From an optimization exercise on the open Yosys and OpenROAD flow, aimed at small area, a short achievable clock period and few clock cycles; shortcuts taken in it are not production practice.
At most, simulation tests tie the RTL to the original design; equivalence was not proved.
For run 1, only the layout was checked, not whether the RTL still works.
No run shown here takes its clock network from TritonCTS; it comes from the design's own scripts or RTL.
The clock port is modelled as an ideal driver, which makes a skipped or thinned clock tree look cheaper than it is; a real chip needs a root buffer or a tree.
Power figures rest on the tool's default switching activity, not on a simulated workload.

File: flow/run.sh
#!/bin/bash
# Own layout flow: the standard synthesis (standard.sh synth, unchanged),
# then the gates between the registers re-mapped for area (remap.sh; registers
# untouched, equivalence checked), then the standard layout steps with
# minimum-size port buffers and a balanced two-level clock tree: the clock
# port drives four buf_16, each driving two buf_12, each feeding an equal
# share of the registers, split by recursive bisection (mytree.tcl).
set -euo pipefail
W=$PWD
F=$W/flow
R=$W/orfs/results/sky130hd/S_Axi_Lite/base
mkdir -p "$W/remap"
bash standard.sh synth > "$W/synth.log" 2>&1
cp "$R/1_2_yosys.v" "$W/remap/std_synth.v"
bash "$F/remap.sh" "$W/remap/std_synth.v" "$W/remap/remapped.v" "$W/remap" > "$W/remap.log" 2>&1
cp "$W/remap/remapped.v" "$R/1_2_yosys.v"
rm -f "$R/1_synth.odb" "$R/1_synth.sdc"
export BUFFER_PORTS_ARGS="-buffer_cell sky130_fd_sc_hd__buf_1"
export PRE_CTS_TCL="$F/pre_cts.tcl"
bash standard.sh > "$W/layout.log" 2>&1
File: flow/mytree.tcl
# Clock tree built directly, balanced by recursive bisection: the registers
# are split in halves of equal count (across the longer side of their
# bounding box) until there are NLEAF groups; each group gets a leaf buffer
# at its centre. The clock port drives NROOT root buffers; root r drives the
# NLEAF/NROOT leaves that come from the same part of the bisection. Every
# register is two buffers from the port and every buffer drives the same
# number of loads (within one), so the tree is balanced.

proc my_bisect {pts n} {
  # pts: list of {item x y}; returns n groups of nearly equal size
  if {$n <= 1} { return [list $pts] }
  set xs [lmap p $pts {lindex $p 1}]
  set ys [lmap p $pts {lindex $p 2}]
  set w [expr {[tcl::mathfunc::max {*}$xs] - [tcl::mathfunc::min {*}$xs]}]
  set h [expr {[tcl::mathfunc::max {*}$ys] - [tcl::mathfunc::min {*}$ys]}]
  set idx [expr {$w >= $h ? 1 : 2}]
  set sorted [lsort -real -index $idx $pts]
  set half [expr {$n / 2}]
  set cut [expr {int(round([llength $pts] * double($half) / $n))}]
  return [concat [my_bisect [lrange $sorted 0 [expr {$cut - 1}]] $half] \
                 [my_bisect [lrange $sorted $cut end] [expr {$n - $half}]]]
}

proc my_centre {pts} {
  set sx 0.0; set sy 0.0
  foreach p $pts { set sx [expr {$sx + [lindex $p 1]}]; set sy [expr {$sy + [lindex $p 2]}] }
  set m [llength $pts]
  return [list [expr {$sx / $m}] [expr {$sy / $m}]]
}

proc my_make_buf {blk master name in_net xy} {
  set inst [odb::dbInst_create $blk $master $name]
  set net [odb::dbNet_create $blk "${name}_net"]
  $net setSigType CLOCK
  [$inst findITerm X] connect $net
  [$inst findITerm A] connect $in_net
  $inst setLocation [expr {int([lindex $xy 0])}] [expr {int([lindex $xy 1])}]
  $inst setPlacementStatus PLACED
  return $net
}

proc my_clock_tree {nroot nleaf rootcell leafcell} {
  set blk [ord::get_db_block]
  set clk_net [$blk findNet S_AXI_ACLK]
  set sinks {}
  foreach it [$clk_net getITerms] {
    set bb [[$it getInst] getBBox]
    lappend sinks [list $it [expr {([$bb xMin]+[$bb xMax])/2.0}] [expr {([$bb yMin]+[$bb yMax])/2.0}]]
  }
  set rmaster [[ord::get_db] findMaster $rootcell]
  set lmaster [[ord::get_db] findMaster $leafcell]
  set per [expr {$nleaf / $nroot}]
  set r 0; set l 0
  foreach rgroup [my_bisect $sinks $nroot] {
    set lgroups [my_bisect $rgroup $per]
    set lcentres [lmap g $lgroups {my_centre $g}]
    set rnet [my_make_buf $blk $rmaster "clkbuf_root_$r" $clk_net [my_centre [lmap c $lcentres {list x {*}$c}]]]
    foreach g $lgroups c $lcentres {
      set lnet [my_make_buf $blk $lmaster "clkbuf_leaf_$l" $rnet $c]
      foreach s $g {
        set it [lindex $s 0]
        $it disconnect
        $it connect $lnet
      }
      incr l
    }
    incr r
  }
  set_propagated_clock [all_clocks]
  puts "my_clock_tree: [llength $sinks] sinks, $nroot root and $nleaf leaf buffers"
}
File: flow/pre_cts.tcl
# Sourced by ORFS's cts.tcl before clock tree synthesis (PRE_CTS_TCL).
# Builds the clock tree here (mytree.tcl) and turns the step's own
# clock_tree_synthesis call into a no-op; the rest of the CTS step
# (legalization, timing repair) runs as usual.
source [file join [file dirname [info script]] mytree.tcl]
my_clock_tree 4 8 sky130_fd_sc_hd__buf_16 sky130_fd_sc_hd__buf_12
proc clock_tree_synthesis {args} {
  puts "clock tree built by flow/mytree.tcl; clock_tree_synthesis skipped"
}
File: flow/remap.sh
#!/bin/bash
set -uo pipefail
STD=$1; OUT=$2; D=$3
F=$(cd "$(dirname "$0")" && pwd)
LIB=$FLOW_HOME/platforms/sky130hd/lib/sky130_fd_sc_hd__tt_025C_1v80.lib
DU=$(grep -o 'sky130_fd_sc_hd__lpflow_[a-z0-9_]*\|sky130_fd_sc_hd__probe[a-z0-9_]*' "$LIB" | sort -u | sed 's/^/-dont_use /' | tr '\n' ' ')
best=""; best_area=""
cp "$STD" "$OUT"
n=0
while IFS= read -r line; do
  [[ -z "$line" ]] && continue
  n=$((n+1)); sc=s$n
  echo "$line" | tr ';' '\n' | sed 's/^ *//' > "$D/$sc.abc"; echo topo >> "$D/$sc.abc"
  cat > "$D/remap_$sc.ys" <<EOY
read_liberty -ignore_miss_func $LIB
blackbox =sky130_fd_sc_hd__*df* =sky130_fd_sc_hd__*dl* =sky130_fd_sc_hd__*sdf*
read_verilog $STD
hierarchy -top S_Axi_Lite
flatten
opt_clean
abc -liberty $LIB $DU -script $D/$sc.abc
opt_clean -purge
rename -hide w:*.*
opt_clean -purge
hilomap -singleton -hicell sky130_fd_sc_hd__conb_1 HI -locell sky130_fd_sc_hd__conb_1 LO
opt_clean -purge
tee -o $D/remap_$sc.stat stat -liberty $LIB
write_verilog -noattr -nohex -nodec $D/remap_$sc.v
EOY
  yosys -l "$D/remap_$sc.log" -s "$D/remap_$sc.ys" < /dev/null > /dev/null 2>&1 || continue
  cat > "$D/equiv_$sc.ys" <<EOY
read_liberty -ignore_miss_func $LIB
read_verilog $STD
rename S_Axi_Lite gold
read_verilog $D/remap_$sc.v
rename S_Axi_Lite gate
hierarchy -check
cd gold
rename -hide w:* i:* %d o:* %d
rename -hide c:* t:sky130_fd_sc_hd__*df* %d
cd gate
rename -hide w:* i:* %d o:* %d
rename -hide c:* t:sky130_fd_sc_hd__*df* %d
cd
flatten gold gate
opt_clean
equiv_make gold gate equiv
hierarchy -top equiv
equiv_simple -seq 2
equiv_induct
equiv_status -assert
EOY
  yosys -l "$D/equiv_$sc.log" -s "$D/equiv_$sc.ys" < /dev/null > /dev/null 2>&1 || { echo "remap $sc: not proven equivalent, skipped"; continue; }
  # every register instance of the standard netlist must still be there
  a=$(grep -o '^ *sky130_fd_sc_hd__e\?df[a-z0-9_]* [^ ]*' "$STD" | sort | md5sum)
  b=$(grep -o '^ *sky130_fd_sc_hd__e\?df[a-z0-9_]* [^ ]*' "$D/remap_$sc.v" | sort | md5sum)
  [[ "$a" == "$b" ]] || { echo "remap $sc: registers differ, skipped"; continue; }
  area=$(grep -o "Chip area for module '\\\\S_Axi_Lite': [0-9.]*" "$D/remap_$sc.stat" | awk '{print $NF}')
  echo "remap $sc: area $area"
  if [[ -z "$best" ]] || awk "BEGIN{exit !($area < $best_area)}"; then best=$sc; best_area=$area; fi
done < "$F/scripts.abc"
if [[ -n "$best" ]]; then cp "$D/remap_$best.v" "$OUT"; echo "using remap $best"; else echo "using the standard netlist"; fi
File: flow/scripts.abc
strash; dch -f; map -a
File: standard.sh
#!/bin/bash
# synth_recipe.tcl (not shown) runs the flow's synth.tcl, then flattens the netlist and writes it again
# the make line also repeats each setting of config.mk as NAME=value (left out here)
make -C /OpenROAD-flow-scripts/flow DESIGN_CONFIG=/design/flow/config.mk WORK_HOME=/design/flow/orfs CLKGATE_MAP_FILE= SYNTH_SCRIPT=/design/flow/synth_recipe.tcl "${@:-finish}"
File: config.mk
export PLATFORM = sky130hd
export DESIGN_NAME = S_Axi_Lite
export DESIGN_NICKNAME = S_Axi_Lite
export VERILOG_FILES = /design/flow/design.v
export SDC_FILE = /design/flow/constraint.sdc
export NUM_CORES = 4
export LEC_CHECK = 0
export CAP_MARGIN = 20
export CORE_MARGIN = 2
export CORE_UTILIZATION = 60
export SETUP_SLACK_MARGIN = 2.45
export SLEW_MARGIN = 20
File: constraint.sdc
create_clock -name core_clock -period 4.0 [get_ports {S_AXI_ACLK}]
set_input_delay 0.8000 -clock core_clock [delete_from_list [all_inputs] [get_ports {S_AXI_ACLK}]]
set_output_delay 0.8000 -clock core_clock [all_outputs]
set_load 0.01 [all_outputs]
File: design.v
module S_Axi_Lite #(
    parameter integer P_S_AXI_DATA_WIDTH = 32,
    parameter integer P_S_AXI_ADDR_WIDTH = 4
)
(
    input  wire                                S_AXI_ACLK,
    input  wire                                S_AXI_ARESETN,
    input  wire [P_S_AXI_ADDR_WIDTH-1 : 0]     S_AXI_AWADDR,
    input  wire [2 : 0]                        S_AXI_AWPROT,
    input  wire                                S_AXI_AWVALID,
    output wire                                S_AXI_AWREADY,
    input  wire [P_S_AXI_DATA_WIDTH-1 : 0]     S_AXI_WDATA,
    input  wire [(P_S_AXI_DATA_WIDTH/8)-1 : 0] S_AXI_WSTRB,
    input  wire                                S_AXI_WVALID,
    output wire                                S_AXI_WREADY,
    output wire [1 : 0]                        S_AXI_BRESP,
    output wire                                S_AXI_BVALID,
    input  wire                                S_AXI_BREADY,
    input  wire [P_S_AXI_ADDR_WIDTH-1 : 0]     S_AXI_ARADDR,
    input  wire [2 : 0]                        S_AXI_ARPROT,
    input  wire                                S_AXI_ARVALID,
    output wire                                S_AXI_ARREADY,
    output wire [P_S_AXI_DATA_WIDTH-1 : 0]     S_AXI_RDATA,
    output wire [1 : 0]                        S_AXI_RRESP,
    output wire                                S_AXI_RVALID,
    input  wire                                S_AXI_RREADY
);
localparam integer DW = P_S_AXI_DATA_WIDTH;
reg       wq_v0;
reg [3:0] wq_h0;
reg [1:0] wq_a1;
reg       r_bvalid, b2;
reg       r_awready, r_wready;
reg [3:0] wsel;                            
wire wq_v1 = ~r_awready;
wire aw_hs = S_AXI_AWVALID & r_awready;
wire w_hs  = S_AXI_WVALID  & r_wready;
wire b_hs  = r_bvalid      & S_AXI_BREADY;
wire wq_v0_n = wq_v1 | aw_hs | (wq_v0 & ~w_hs);
wire wq_v1_n = ~w_hs & (wq_v1 | (aw_hs & wq_v0));
wire b1_n    = b2 | w_hs | (r_bvalid & ~b_hs);
wire b2_n    = ~b_hs & (b2 | (r_bvalid & w_hs));
wire wq_ld   = ~wq_v0 | w_hs;              
wire [3:0] wq_h0_n = wq_ld ? (4'b0001 << (wq_v1 ? wq_a1 : S_AXI_AWADDR[1:0])) : wq_h0;
wire       wready_n = wq_v0_n & ~b2_n;
always @(posedge S_AXI_ACLK) begin
    if (~S_AXI_ARESETN) begin
        wq_v0     <= 1'b0;
        r_awready <= 1'b1;
        r_wready  <= 1'b0;
        wsel      <= 4'd0;
        r_bvalid  <= 1'b0;
        b2        <= 1'b0;
    end else begin
        wq_v0     <= wq_v0_n;
        r_awready <= ~wq_v1_n;
        r_wready  <= wready_n;
        wsel      <= {4{wready_n}} & wq_h0_n;
        r_bvalid  <= b1_n;
        b2        <= b2_n;
    end
end
always @(posedge S_AXI_ACLK) begin
    if (r_awready)
        wq_a1 <= S_AXI_AWADDR[1:0];
    wq_h0 <= wq_h0_n;
end
reg [DW-1:0] r_reg0, r_reg1, r_reg2, r_reg3;
reg [3:0]    rv;
wire [3:0] we = {4{S_AXI_WVALID}} & wsel;
wire [3:0] rv_n = {4{S_AXI_ARESETN}} & (rv | we);
always @(posedge S_AXI_ACLK)
    rv <= rv_n;
always @(posedge S_AXI_ACLK) begin
    if (we[0]) r_reg0 <= S_AXI_WDATA;
    if (we[1]) r_reg1 <= S_AXI_WDATA;
    if (we[2]) r_reg2 <= S_AXI_WDATA;
    if (we[3]) r_reg3 <= S_AXI_WDATA;
end
reg       rq_v0;
reg [3:0] rq_h0;
reg [1:0] rq_a1;
reg       r_arready, r_rvalid;
reg [DW-1:0] r_rdata;
wire rq_v1 = ~r_arready;
wire ar_hs = S_AXI_ARVALID & r_arready;
wire r_adv = ~r_rvalid | S_AXI_RREADY;    
wire r_mv  = rq_v0 & r_adv;
wire rq_v0_n = rq_v1 | ar_hs | (rq_v0 & ~r_mv);
wire rq_v1_n = ~r_mv & (rq_v1 | (ar_hs & rq_v0));
wire rq_ld   = ~rq_v0 | r_mv;              
always @(posedge S_AXI_ACLK) begin
    if (~S_AXI_ARESETN) begin
        rq_v0     <= 1'b0;
        r_arready <= 1'b1;
        r_rvalid  <= 1'b0;
    end else begin
        rq_v0     <= rq_v0_n;
        r_arready <= ~rq_v1_n;
        r_rvalid  <= r_mv | ~r_adv;
    end
end
always @(posedge S_AXI_ACLK) begin
    if (r_arready)
        rq_a1 <= S_AXI_ARADDR[1:0];
    rq_h0 <= ({4{rq_ld}} & (4'b0001 << (rq_v1 ? rq_a1 : S_AXI_ARADDR[1:0])) & rv_n) |
             ({4{~rq_ld}} & rq_h0);
end
wire [3:0] rsel = rq_h0;
wire [3:0] rld  = rsel & {4{r_adv}};
wire       rhld = ~r_adv;
always @(posedge S_AXI_ACLK) begin
    r_rdata <= ({DW{rld[0]}} & r_reg0) | ({DW{rld[1]}} & r_reg1) |
               ({DW{rld[2]}} & r_reg2) | ({DW{rld[3]}} & r_reg3) |
               ({DW{rhld}}   & r_rdata);
end
assign S_AXI_AWREADY = r_awready;
assign S_AXI_WREADY  = r_wready;
assign S_AXI_BVALID  = r_bvalid;
assign S_AXI_BRESP   = 2'b00;
assign S_AXI_ARREADY = r_arready;
assign S_AXI_RVALID  = r_rvalid;
assign S_AXI_RDATA   = r_rdata;
assign S_AXI_RRESP   = 2'b00;
endmodule
==> impl_results.md, run 1 <==
* Run status: finished clean
* Drc violations at 0
* Cell area after synthesis at 6230 sq um
* DR WL/cell at 18.8 um
* Max IR drop VDD at 246 uV
* Dpl ws at 1460 ps
* Clk latency of the worst-skew pair at 230 ps
* Total core area at 10,200 sq um
* Hold Vio Cnt, Final at 0
* Post-Synthesis Cells at 403
* Vias in the first global route at 3,636
* Worst-path clk slew at 90 ps
* FF+latch area at 5080 sq um
* Startpoint Class: flip-flop
* Post-CTS Hold Buffers at 0
* Crit path kind: reg -> out
* Max Clock Freq at 0.658 GHz
* Multi-input combinational cell area at 1200 sq um
* Minimum clock period at 1520 ps
* CP arrival at 720 ps
* Largest net degree at the start of global routing at 34
* Final setup fails at 0
* Total Routing Usage GR at 21.9%
* Layout cells sized above 1 at 22.5%
* RSZ-0062 raised after global routing: yes
* Starting density of the core at 61.2%
* Die area at 11,200 sq um
* Worst min path class: reg -> reg
* Slowest cell on the critical path: dfxtp_1
* Power density over cell area at 459 nW/um^2
* Max_cap viols at 0
* First-pass GRT wire length at 19,100 um
* P&R area growth vs syn at 20.1%
* # fillers at 674
* Biggest cell delay along the critical path at 350 ps
* Num rows at 37
* Final count of pins violating max slew at 0
* Initial DRC count at 249
* Initial antenna violation count at 0
* Routed wire length at 12,400 um
* Port Buffers at 79
* Final core occ at 73.5%
* Period Utilization, post-route at 38.0%
* Final Worst Setup Slack at 2480 ps
* DRT antenna net count at 0
* Drt pass-1 iters at 5
* Final Power at 3430 uW
* CP Capture Type: primary output
* Fin nets at 579
* Fin Hold WS at 465 ps
* Die width at 106 um
* CP delay by family, top: flip-flops
* Crit-path cells: buf_2
* CP max FO at 2
* Chip Height at 106 um
* Setup TNS at 0 ps
* # IOs at 98
* Max-slew headroom at 45.2%
* Leakage at 0.00258 uW
* Skew final at 11.4 ps
* Average cell area after synthesis at 15.5 sq um
* Detailed Place HPWL at 6630 um
* Vias at 3,798
* Routed vias/inst at 5.79
* Synth warn at 1
* Slew @ Worst Pin at 822 ps
* Gr ovfl total at 0
* Routability cong. at 0.717
* Antenna cells at 0
* CP required at 3200 ps
* Crit path buffers/inverters at 1
## metrics by stage
step | instance area, sq um | std cells
floorplan | 6330 | 406
global route | 7480 | 656
finish | 7480 | 656
CTS | 7380 | 655
detailed placement | 6850 | 627
global placement | 6850 | 627
## state kept, by name, indices dropped and copies added (netlist names), 2 cells and up
register  cells
r_reg3       32
r_reg0       32
wq_a1         2
r_reg2       32
rq_h0         4
rq_a1         2
rv            4
r_rdata      32
wsel          4
wq_h0         4
r_reg1       32
## path summary, 6_finish.rpt
check | end | slack, ps | start | depth (start not counted)
worst min register to register | wq_h0[1] | 460 | wq_h0[1] | 2
worst max register to register | r_rdata[6] | 2590 | rq_h0[1] | 3
worst max-delay path | S_AXI_RDATA[6] | 2480 | r_rdata[6] | 1
worst min-delay path | wq_h0[1] | 460 | wq_h0[1] | 2
## cell type report
cell class / count / share of cell area [%]
Timing Repair inverter: 3 / 0.385
Tap cell: 136 / 2.27
Inverter: 25 / 2.19
Sequential cell: 188 / 67.8
Timing Repair Buffer: 99 / 7.67
Buffer: 12 / 3.61
Multi-Input combinational cell: 193 / 16.0
## layer usage
layer | vias to the layer above | wire (um) | track usage [%] | share of wire, %
li1 | 1784 | - | - | -
met1 | 1883 | 5320 | 31.7 | 43
met2 | 115 | 6230 | 37.8 | 50
met3 | 16 | 646 | 1.72 | 5.2
met4 | 0 | 170 | 3.95 | 1.4
met5 | - | 0 | 0 | 0
## cell usage in the layout, fill, tap and decap left out, types with 2 or more instances in the layout
cell type / n
dfxtp_4: 2
o21ai_2: 2
buf_1: 45
o21ai_1: 2
buf_4: 12
a22oi_1: 64
dfxtp_2: 19
buf_16: 4
nor2_1: 41
conb_1: 4
buf_2: 11
clkinv_4: 2
clkinv_2: 2
buf_6: 4
buf_12: 12
inv_2: 3
dfxtp_1: 39
clkinv_1: 16
nand2_1: 18
edfxtp_1: 128
a21oi_1: 6
clkinv_16: 2
clkbuf_2: 21
nand2_2: 3
a31oi_1: 33
nor2_4: 7
buf_8: 2
mux2_2: 2
## what timing repair did
item                       4_1_cts  5_1_grt
resized for setup               36       54
cloned                           3        0
hold endpoints to repair         0        0
setup endpoints to repair      160       69
buffers inserted                13        1
pin swaps                        5        2
## where the power goes
group,switching [uW],total [uW],internal [uW]
Combinational,126,197,70.4
Clock,512,1050,539
Sequential,30.8,2190,2150
Total,669,3430,2760
==> inputs of run 2 (changes only) <==
--- a/design.v
+++ b/design.v
@@ -27,11 +27,9 @@
 );
 localparam integer DW = P_S_AXI_DATA_WIDTH;
 reg       wq_v0;
-reg [3:0] wq_h0;
-reg [1:0] wq_a1;
+reg [1:0] wq_a0, wq_a1;
 reg       r_bvalid, b2;
 reg       r_awready, r_wready;
-reg [3:0] wsel;                            
 wire wq_v1 = ~r_awready;
 wire aw_hs = S_AXI_AWVALID & r_awready;
 wire w_hs  = S_AXI_WVALID  & r_wready;
@@ -40,22 +38,17 @@
 wire wq_v1_n = ~w_hs & (wq_v1 | (aw_hs & wq_v0));
 wire b1_n    = b2 | w_hs | (r_bvalid & ~b_hs);
 wire b2_n    = ~b_hs & (b2 | (r_bvalid & w_hs));
-wire wq_ld   = ~wq_v0 | w_hs;              
-wire [3:0] wq_h0_n = wq_ld ? (4'b0001 << (wq_v1 ? wq_a1 : S_AXI_AWADDR[1:0])) : wq_h0;
-wire       wready_n = wq_v0_n & ~b2_n;
 always @(posedge S_AXI_ACLK) begin
     if (~S_AXI_ARESETN) begin
         wq_v0     <= 1'b0;
         r_awready <= 1'b1;
         r_wready  <= 1'b0;
-        wsel      <= 4'd0;
         r_bvalid  <= 1'b0;
         b2        <= 1'b0;
     end else begin
         wq_v0     <= wq_v0_n;
         r_awready <= ~wq_v1_n;
-        r_wready  <= wready_n;
-        wsel      <= {4{wready_n}} & wq_h0_n;
+        r_wready  <= wq_v0_n & ~b2_n;
         r_bvalid  <= b1_n;
         b2        <= b2_n;
     end
@@ -63,14 +56,18 @@
 always @(posedge S_AXI_ACLK) begin
     if (r_awready)
         wq_a1 <= S_AXI_AWADDR[1:0];
-    wq_h0 <= wq_h0_n;
+    if (~wq_v0 | w_hs)
+        wq_a0 <= wq_v1 ? wq_a1 : S_AXI_AWADDR[1:0];
 end
 reg [DW-1:0] r_reg0, r_reg1, r_reg2, r_reg3;
 reg [3:0]    rv;
-wire [3:0] we = {4{S_AXI_WVALID}} & wsel;
-wire [3:0] rv_n = {4{S_AXI_ARESETN}} & (rv | we);
-always @(posedge S_AXI_ACLK)
-    rv <= rv_n;
+wire [3:0] we = {4{w_hs}} & {wq_a0 == 2'd3, wq_a0 == 2'd2, wq_a0 == 2'd1, wq_a0 == 2'd0};
+always @(posedge S_AXI_ACLK) begin
+    if (~S_AXI_ARESETN)
+        rv <= 4'd0;
+    else
+        rv <= rv | we;
+end
 always @(posedge S_AXI_ACLK) begin
     if (we[0]) r_reg0 <= S_AXI_WDATA;
     if (we[1]) r_reg1 <= S_AXI_WDATA;
@@ -78,8 +75,7 @@
     if (we[3]) r_reg3 <= S_AXI_WDATA;
 end
 reg       rq_v0;
-reg [3:0] rq_h0;
-reg [1:0] rq_a1;
+reg [1:0] rq_a0, rq_a1;
 reg       r_arready, r_rvalid;
 reg [DW-1:0] r_rdata;
 wire rq_v1 = ~r_arready;
@@ -88,7 +84,6 @@
 wire r_mv  = rq_v0 & r_adv;
 wire rq_v0_n = rq_v1 | ar_hs | (rq_v0 & ~r_mv);
 wire rq_v1_n = ~r_mv & (rq_v1 | (ar_hs & rq_v0));
-wire rq_ld   = ~rq_v0 | r_mv;              
 always @(posedge S_AXI_ACLK) begin
     if (~S_AXI_ARESETN) begin
         rq_v0     <= 1'b0;
@@ -103,10 +98,10 @@
 always @(posedge S_AXI_ACLK) begin
     if (r_arready)
         rq_a1 <= S_AXI_ARADDR[1:0];
-    rq_h0 <= ({4{rq_ld}} & (4'b0001 << (rq_v1 ? rq_a1 : S_AXI_ARADDR[1:0])) & rv_n) |
-             ({4{~rq_ld}} & rq_h0);
+    if (~rq_v0 | r_mv)
+        rq_a0 <= rq_v1 ? rq_a1 : S_AXI_ARADDR[1:0];
 end
-wire [3:0] rsel = rq_h0;
+wire [3:0] rsel = rv & {rq_a0 == 2'd3, rq_a0 == 2'd2, rq_a0 == 2'd1, rq_a0 == 2'd0};
 wire [3:0] rld  = rsel & {4{r_adv}};
 wire       rhld = ~r_adv;
 always @(posedge S_AXI_ACLK) begin
==> run 2 against run 1 <==
Compared with the run above:
- highest routed layer unchanged
- largest cell class unchanged
- combinational power up 17%
- sequential cell count is 8 lower
- critical path depth rose by 6
- clock skew hardly changed
==> impl_results.md, run 2 <==
* CP required at 4140 ps (+940 ps)
* Crit path kind: in -> reg
* DRT antenna net count at 0 (unchanged)
* Routability cong. at 0.712 (-0.72%)
* Gr ovfl total at 0 (unchanged)
* Die width at 104 um (-1.4%)
* Worst-path clk slew at 90 ps (about the same)
* Max IR drop VDD at 290 uV (+18%)
* Initial antenna violation count at 0 (unchanged)
* Most common cell after layout, fill and taps aside: edfxtp_1
* Worst min path class: reg -> reg
* Cell area after synthesis at 6060 sq um (-2.8%)
* Power density over cell area at 406 nW/um^2 (-12%)
* RSZ-0062 raised after global routing: yes
* CP delay by family, top: buffers and inverters
* Post-Synthesis Cells at 373 (-7.4%)
* # IOs at 98 (unchanged)
* Startpoint Class: input port
* Slowest cell on the critical path: nor2_4
* FF+latch area at 4960 sq um (-2.3%)
* First-pass GRT wire length at 22,600 um (+18%)
* Layout cells sized above 1 at 35.0% (+13 points)
* Port Buffers at 79 (unchanged)
* Crit path buffers/inverters at 4 (+3)
* Dpl ws at 1590 ps (+122 ps)
* Vias at 4,125 (+8.6%)
* Average cell area after synthesis at 16.2 sq um (+5.0%)
* Routed wire length at 16,200 um (+31%)
* Drt pass-1 iters at 4 (-1)
* Biggest cell delay along the critical path at 180 ps (-170 ps)
* Antenna cells at 0 (unchanged)
* Clk latency of the worst-skew pair at 240 ps (about the same)
* Run status: finished clean
* Leakage at 0.00278 uW (+7.9%)
* Skew final at 11.2 ps (-0.191 ps)
* Most frequent cells in the layout: edfxtp_1 (132), buf_1 (44), nand2_1 (31), a22oi_1 (29), dfxtp_1 (28)
* CP max FO at 7 (+5)
* Max_cap viols at 0 (unchanged)
* Total core area at 9770 sq um (-4.0%)
* Drc violations at 0 (unchanged)
* DR WL/cell at 24.2 um (+29%)
* Final count of pins violating max slew at 0 (unchanged)
* Die area at 10,900 sq um (-2.7%)
* Final setup fails at 0 (unchanged)
* Post-CTS Hold Buffers at 0 (unchanged)
* Fin nets at 593 (+2.4%)
* # fillers at 463 (-31%)
* CP Capture Type: flip-flop
* Routed vias/inst at 6.18 (+6.8%)
* Max Clock Freq at 0.600 GHz (-8.8%)
* Crit-path cells: buf_8, nor2_4, buf_6, buf_12, buf_16, a22oi_2, o21ai_1
* Period Utilization, post-route at 41.6% (+3.7 points)
* Detailed Place HPWL at 6360 um (-4.0%)
* Final Worst Setup Slack at 2330 ps (-147 ps)
* Vias in the first global route at 4,019 (+11%)
* Total Routing Usage GR at 27.2% (+5.3 points)
* Synth warn at 1 (unchanged)
* Largest net degree at the start of global routing at 27 (-21%)
* Fin Hold WS at 481 ps (+16.7 ps)
* Finished Cell Area at 8310 sq um (+11%)
* Starting density of the core at 62.0% (+0.78 points)
* Dpl cell area at 6670 sq um (-2.7%)
* Chip Height at 104 um (-1.4%)
* Initial DRC count at 381 (+53%)
* Num rows at 36 (-2.7%)
* Setup TNS at 0 ps (unchanged)
* Multi-input combinational cell area at 1370 sq um (+14%)
* Final Power at 3370 uW (-1.8%)
* CP arrival at 1810 ps (+1090 ps)
* Hold Vio Cnt, Final at 0 (unchanged)
* P&R area growth vs syn at 37.2%
* Minimum clock period at 1670 ps (+147 ps)
## run 2: power by group
group | total (uW) | switching (uW) | internal (uW)
sequential | 2080 | 23.0 | 2060
combinational | 230 | 126 | 104
clock | 1060 | 522 | 539
## run 2: stage by stage
| stage | std cells | utilization (%) |
|---|---|---|
| floorplan | 376 | - |
| global placement | 595 | 68.2 |
| detailed placement | 595 | 68.2 |
| CTS | 651 | 80.6 |
| global route | 667 | 85.0 |
| finish | 667 | 85.0 |
## run 2: what timing repair did
action	CTS	global route
gates resized for setup	98	78
gates cloned	15	8
endpoints found under the setup margin	179	168
pin swaps	17	23
buffers inserted	29	8
## run 2: path summary, 6_finish.rpt
kind,start,to,slack (ps),cells after the start
worst max-delay path,S_AXI_RREADY,r_rdata[27],2330,7
worst min-delay path,r_rdata[14],r_rdata[14],480,2
worst min register to register,r_rdata[14],r_rdata[14],480,2
worst max register to register,rq_a0[0],r_rdata[9],2450,7
## run 2: cell type report
type | count | area share, %
sequential | 180 | 59.7
timing repair inverter | 3 | 0.587
multi-input combinational | 184 | 16.5
inverter | 13 | 0.798
tap | 133 | 2.00
timing repair buffer | 142 | 17.1
buffer | 12 | 3.25
## run 2: worst reg2reg max path: cells and delay by family, from the launching register on
family,cells,cell delay (ps)
and+or+nand+nor,3,580
AOI/OAI and AO/OA,1,100
buffers and inverters,3,400
DFF,1,390
## run 2: layer usage
layer | up-vias | share of wire, % | GRT usage [%]
met1 | 2036 | 36 | 35.6
met4 | 0 | 2.5 | 7.24
met2 | 249 | 52 | 48.4
met3 | 36 | 9.0 | 3.51
met5 | - | 0 | 0
li1 | 1804 | - | -
Testbench counts of run 2, summed over its fixed seeds: cycles 784.

-- static timing again, ports no longer ideal --
Ports are ideal in the flow. The routed layouts listed here were re-timed in OpenROAD.
Step 1 (the two cells are an assumption about what drives the block):
set clk [get_ports {S_AXI_ACLK}]
set_driving_cell -lib_cell sky130_fd_sc_hd__clkbuf_16 $clk
set_driving_cell -lib_cell sky130_fd_sc_hd__buf_2 [delete_from_list [all_inputs] $clk]
Step 2 moves the port delays by t, midway between the first and last clock arrival at a register: inputs arrive t later, outputs are due t later. That takes back most of the time a late clock gives input paths.
a / b / c = ideal / step 1 / step 2; a / b = the first two.
run | t, ns | setup WS [ns] | worst setup path at the end | worst data-port slew with drivers (ns)
run 1 | 0.336 | 2.481 / 2.372 / 2.224 | input to register | 0.05
run 2 | 0.338 | 2.334 / 2.311 / 2.055 | input to register | 0.06
After both steps every run listed still meets setup and hold. For run 2, which loses most, drivers alone change the setup slack by -0.023 ns; drivers and shift together by -0.279 ns.
